From an optimization exercise on the open Yosys and OpenROAD flow, aimed at small area; shortcuts taken in it are not production practice.
In this exercise RTL edits were held to simulation tests only and were not proved equivalent to the original.
The clock input has no modelled driver; a real chip could not lean on it and would need a root buffer or a full tree.
Power and IR drop assume default switching activity.

## run 1
Design Task3, start of the top module:
module Task3(
	input [7:0] X0,
	input [7:0] X1,
	input [7:0] X2,
	input [7:0] X3,
	input [7:0] A0,
	input [7:0] A1,
	input [7:0] A2,
	input [7:0] A3,
	input clk,
	input rst,
	input enable,
	output ready,
	output valid,
	output [17:0] result
);
clock: 8.0 ns
lec_check: 0
abc_area: 1
cap_margin: 20
core_margin: 2
core_utilization: 60
slew_margin: 20
standard.sh (not shown) runs the stock make flow with config.mk's settings and CLKGATE_MAP_FILE= SYNTH_SCRIPT=/design/flow/synth_recipe.tcl, a recipe that flattens the netlist after the stock synthesis.
==> flow/flow/run.sh <==
#!/bin/bash
# The standard layout with these changes:
# - the port buffers are the smallest buffer cell instead of the delay cell
#   buffer_ports picks by itself;
# - Yosys's synth skips its early "abc -fast";
# - after the standard synthesis (flip-flops untouched from here on):
#   flow/netopt.py removes the inverters that extract_fa leaves around the
#   full adders (it flips full adders and two-input gates to inverted logic
#   instead), merges duplicate cells and sizes gates back to size 1;
#   flow/remap.sh maps the remaining plain gates again with ABC's area
#   mapper; flow/netopt.py runs once more. This is tried with a few seeds of
#   netopt's search, and with all full adders flipped at its start, and the
#   smallest netlist is kept;
# - after CTS, flow/clocktree.tcl replaces the clock tree by one level of
#   CLKTREE_NBUF buffers, each driving one group of nearby flip-flops.
set -euo pipefail
export PATH=$FLOW_HOME/../tools/install/yosys/bin:$PATH
export BUFFER_PORTS_ARGS="-buffer_cell sky130_fd_sc_hd__buf_1"
export SYNTH_ARGS="-noabc"
export POST_CTS_TCL=$PWD/flow/clocktree.tcl
export CLKTREE_NBUF=${CLKTREE_NBUF:-4}
export CLKTREE_CELL=${CLKTREE_CELL:-sky130_fd_sc_hd__clkbuf_8}
R=orfs/results/$FLOW_PLATFORM/Task3/base
bash standard.sh synth > synth.log 2>&1
cp $R/1_2_yosys.v yosys_standard.v
best=""
best_area=""
for cand in 1 2 3 4 f1 f2 f3; do
  case $cand in f*) opts="--flipfa --seed=${cand#f}" ;; *) opts="--seed=$cand" ;; esac
  seed=$cand
  python3 flow/netopt.py yosys_standard.v netopt1_$seed.v --downsize $opts > netopt1_$seed.log 2>&1
  bash flow/remap.sh netopt1_$seed.v remap_$seed.v > remap_$seed.log 2>&1
  python3 flow/netopt.py remap_$seed.v netopt2_$seed.v --downsize > netopt2_$seed.log 2>&1
  area=$(grep -o 'cell area [0-9.]*' netopt2_$seed.log | awk '{print $3}')
  echo "candidate $seed ($opts): cell area $area" >> choice.log
  if [[ -z "$best" ]] || awk "BEGIN{exit !($area < $best_area)}"; then best=$seed; best_area=$area; fi
done
echo "kept candidate $best" >> choice.log
cp netopt2_$best.v $R/1_2_yosys.v
touch $R/1_2_yosys.v
bash standard.sh finish > finish.log 2>&1
Other scripts of this flow, unchanged in this note and not shown: flow/flow/clocktree.tcl, flow/flow/fixassign.py, flow/flow/netopt.py, flow/flow/remap.abc, flow/flow/remap.sh
> inputs changed (run 1 -> run 2)
Settings: putting GPL_TIMING_DRIVEN at 0 where nothing was set.
Findings:
The flow did not stop early for run 2: all stages ran, and the layout cleared the timing, DRC and antenna checks.
| count of final hold-check violations | run 2 vs run 1 | ≈ equal |
Diff run 1 -> run 2: number of placed instances with taps included saw a decrease, routed wire length saw an increase, largest fanout of any net on the critical path saw an increase, all-layer global routing usage saw a decrease.
Number of filler cells placed in the layout: run 2 lower than run 1
On clock skew, the higher figure sits with run 2, not run 1.
Edits applied to the flow inputs when going from run 2 to run 3:
Settings: removing GPL_TIMING_DRIVEN (formerly 0).
diff --git a/flow/flow/run.sh b/flow/flow/run.sh
--- a/flow/flow/run.sh
+++ b/flow/flow/run.sh
@@ -11,4 +11,3 @@
 #   mapper; flow/netopt.py runs once more. This is tried with a few seeds of
-#   netopt's search, and with all full adders flipped at its start, and the
-#   smallest netlist is kept;
+#   netopt's search and the smallest netlist is kept;
 # - after CTS, flow/clocktree.tcl replaces the clock tree by one level of
@@ -27,6 +26,4 @@
 best_area=""
-for cand in 1 2 3 4 f1 f2 f3; do
-  case $cand in f*) opts="--flipfa --seed=${cand#f}" ;; *) opts="--seed=$cand" ;; esac
-  seed=$cand
-  python3 flow/netopt.py yosys_standard.v netopt1_$seed.v --downsize $opts > netopt1_$seed.log 2>&1
+for seed in 1 2 3 4; do
+  python3 flow/netopt.py yosys_standard.v netopt1_$seed.v --downsize --seed=$seed > netopt1_$seed.log 2>&1
   bash flow/remap.sh netopt1_$seed.v remap_$seed.v > remap_$seed.log 2>&1
@@ -34,6 +31,6 @@
   area=$(grep -o 'cell area [0-9.]*' netopt2_$seed.log | awk '{print $3}')
-  echo "candidate $seed ($opts): cell area $area" >> choice.log
+  echo "seed $seed: cell area $area" >> choice.log
   if [[ -z "$best" ]] || awk "BEGIN{exit !($area < $best_area)}"; then best=$seed; best_area=$area; fi
 done
-echo "kept candidate $best" >> choice.log
+echo "kept seed $best" >> choice.log
 cp netopt2_$best.v $R/1_2_yosys.v
Run 3: done, clean on timing, DRC and antenna. Compared with run 2, run 3 instantiates a larger number of cells. A classification of the worst setup path of in2reg is what run 3 shows, while reg2reg belongs to run 2. Going from run 2 to run 3, biggest cell delay along the critical path saw a decrease; horizontal die dimension roughly the same. Run 3 vs. run 2: fraction of area in multi-input gates shrank by 0.36 points, cell count after synthesis grew by 1.8%, aggregate routed wire length shrank by 1.9%, final critical-path required period shrank by 0.62 ns.
In every run of this note, the design's own scripts or RTL, not TritonCTS, make the clock network.

Task3, a different RTL version from the one above (not shown whole).
Size: about 300 cells after synthesis, roughly 0.0035 mm2 of cells after synthesis.
==> flow/config.mk <==
export PLATFORM = sky130hd
export DESIGN_NAME = Task3
export DESIGN_NICKNAME = Task3
export VERILOG_FILES = /design/flow/design.v
export SDC_FILE = /design/flow/constraint.sdc
export NUM_CORES = 4
export LEC_CHECK = 0
export ABC_AREA = 1
export CAP_MARGIN = 20
export CORE_MARGIN = 2
export CORE_UTILIZATION = 40
export SLEW_MARGIN = 20
==> flow/constraint.sdc <==
create_clock -name core_clock -period 8.0 [get_ports {clk}]
set_input_delay 1.6000 -clock core_clock [delete_from_list [all_inputs] [get_ports {clk}]]
set_output_delay 1.6000 -clock core_clock [all_outputs]
set_load 0.01 [all_outputs]
==> flow/flow/run.sh <==
#!/bin/bash
# The standard layout with these changes:
# - the port buffers are the smallest buffer cell instead of the delay cell
#   buffer_ports picks by itself;
# - Yosys's synth skips its early "abc -fast";
# - after the standard synthesis, flow/netopt.py removes the inverters that
#   extract_fa leaves around the full adders (it flips full adders and some
#   two-input gates to inverted logic instead); flip-flops are untouched.
set -euo pipefail
export BUFFER_PORTS_ARGS="-buffer_cell sky130_fd_sc_hd__buf_1"
export SYNTH_ARGS="-noabc"
export CTS_ARGS="-sink_clustering_enable -sink_clustering_size 80 -sink_clustering_max_diameter 500 -buf_list sky130_fd_sc_hd__clkbuf_16 -dont_use_dummy_load -repair_clock_nets"
R=orfs/results/$FLOW_PLATFORM/Task3/base
bash standard.sh synth > synth.log 2>&1
cp $R/1_2_yosys.v yosys_standard.v
python3 flow/netopt.py yosys_standard.v $R/1_2_yosys.v > netopt.log 2>&1
touch $R/1_2_yosys.v
bash standard.sh finish > finish.log 2>&1
Other scripts of this flow, unchanged in this note and not shown: flow/flow/netopt.py
Next try:
--- a/flow/flow/run.sh
+++ b/flow/flow/run.sh
@@ -11,3 +11,3 @@
 export SYNTH_ARGS="-noabc"
-export CTS_ARGS="-sink_clustering_enable -sink_clustering_size 80 -sink_clustering_max_diameter 500 -buf_list sky130_fd_sc_hd__clkbuf_16 -dont_use_dummy_load -repair_clock_nets"
+export CTS_ARGS="-sink_clustering_enable -sink_clustering_size 40 -sink_clustering_max_diameter 400 -buf_list sky130_fd_sc_hd__clkbuf_8 -dont_use_dummy_load -repair_clock_nets"
 R=orfs/results/$FLOW_PLATFORM/Task3/base
What happened:
- The new run went through all stages and came out clean
- first-iteration DRC count fell by a few percent
- core utilization fell by 1.2 points
- combinational power barely changes
- setup slack barely changes
- synthesized cell count stays the same

-- afterwards: timing with drivers on the ports --
The results above use ideal ports. As a check the final layouts listed here were re-extracted and re-timed, cells and wires unchanged. Step 1 (the two cells are an assumption about what drives the block):
set clk [get_ports {clk}]
set_driving_cell -lib_cell sky130_fd_sc_hd__clkbuf_16 $clk
set_driving_cell -lib_cell sky130_fd_sc_hd__buf_2 [delete_from_list [all_inputs] $clk]
Step 2 moves the port delays by t, midway between the first and last clock arrival at a register: inputs arrive t later, outputs are due t later. That takes back most of the time a late clock gives input paths. Slacks: ideal ports / drivers / drivers and shift; pairs: ideal ports / drivers.
run	shift t [ns]	slack for setup (ns)	hold WS [ns]	worst register clock-pin slew, ns	cell pins on the clock port's net
run 1	0.220	1.153 / 1.187 / 0.967	0.448 / 0.447 / 0.447	0.11 / 0.11	4
run 2	0.219	0.624 / 0.624 / 0.462	0.461 / 0.461 / 0.461	0.12 / 0.12	4
run 3	0.224	1.239 / 1.278 / 1.054	0.457 / 0.457 / 0.457	0.12 / 0.12	4
the first run of note 2	0.347	1.821 / 1.821 / 1.821	0.417 / 0.417 / 0.417	0.06 / 0.06	1
the second run of note 2	0.360	1.819 / 1.819 / 1.819	0.416 / 0.416 / 0.416	0.09 / 0.09	1
After both steps setup and hold are still met in every run listed. The setup slack of run 1, which loses most, moves by +0.034 ns with the drivers and by -0.186 ns with both steps.
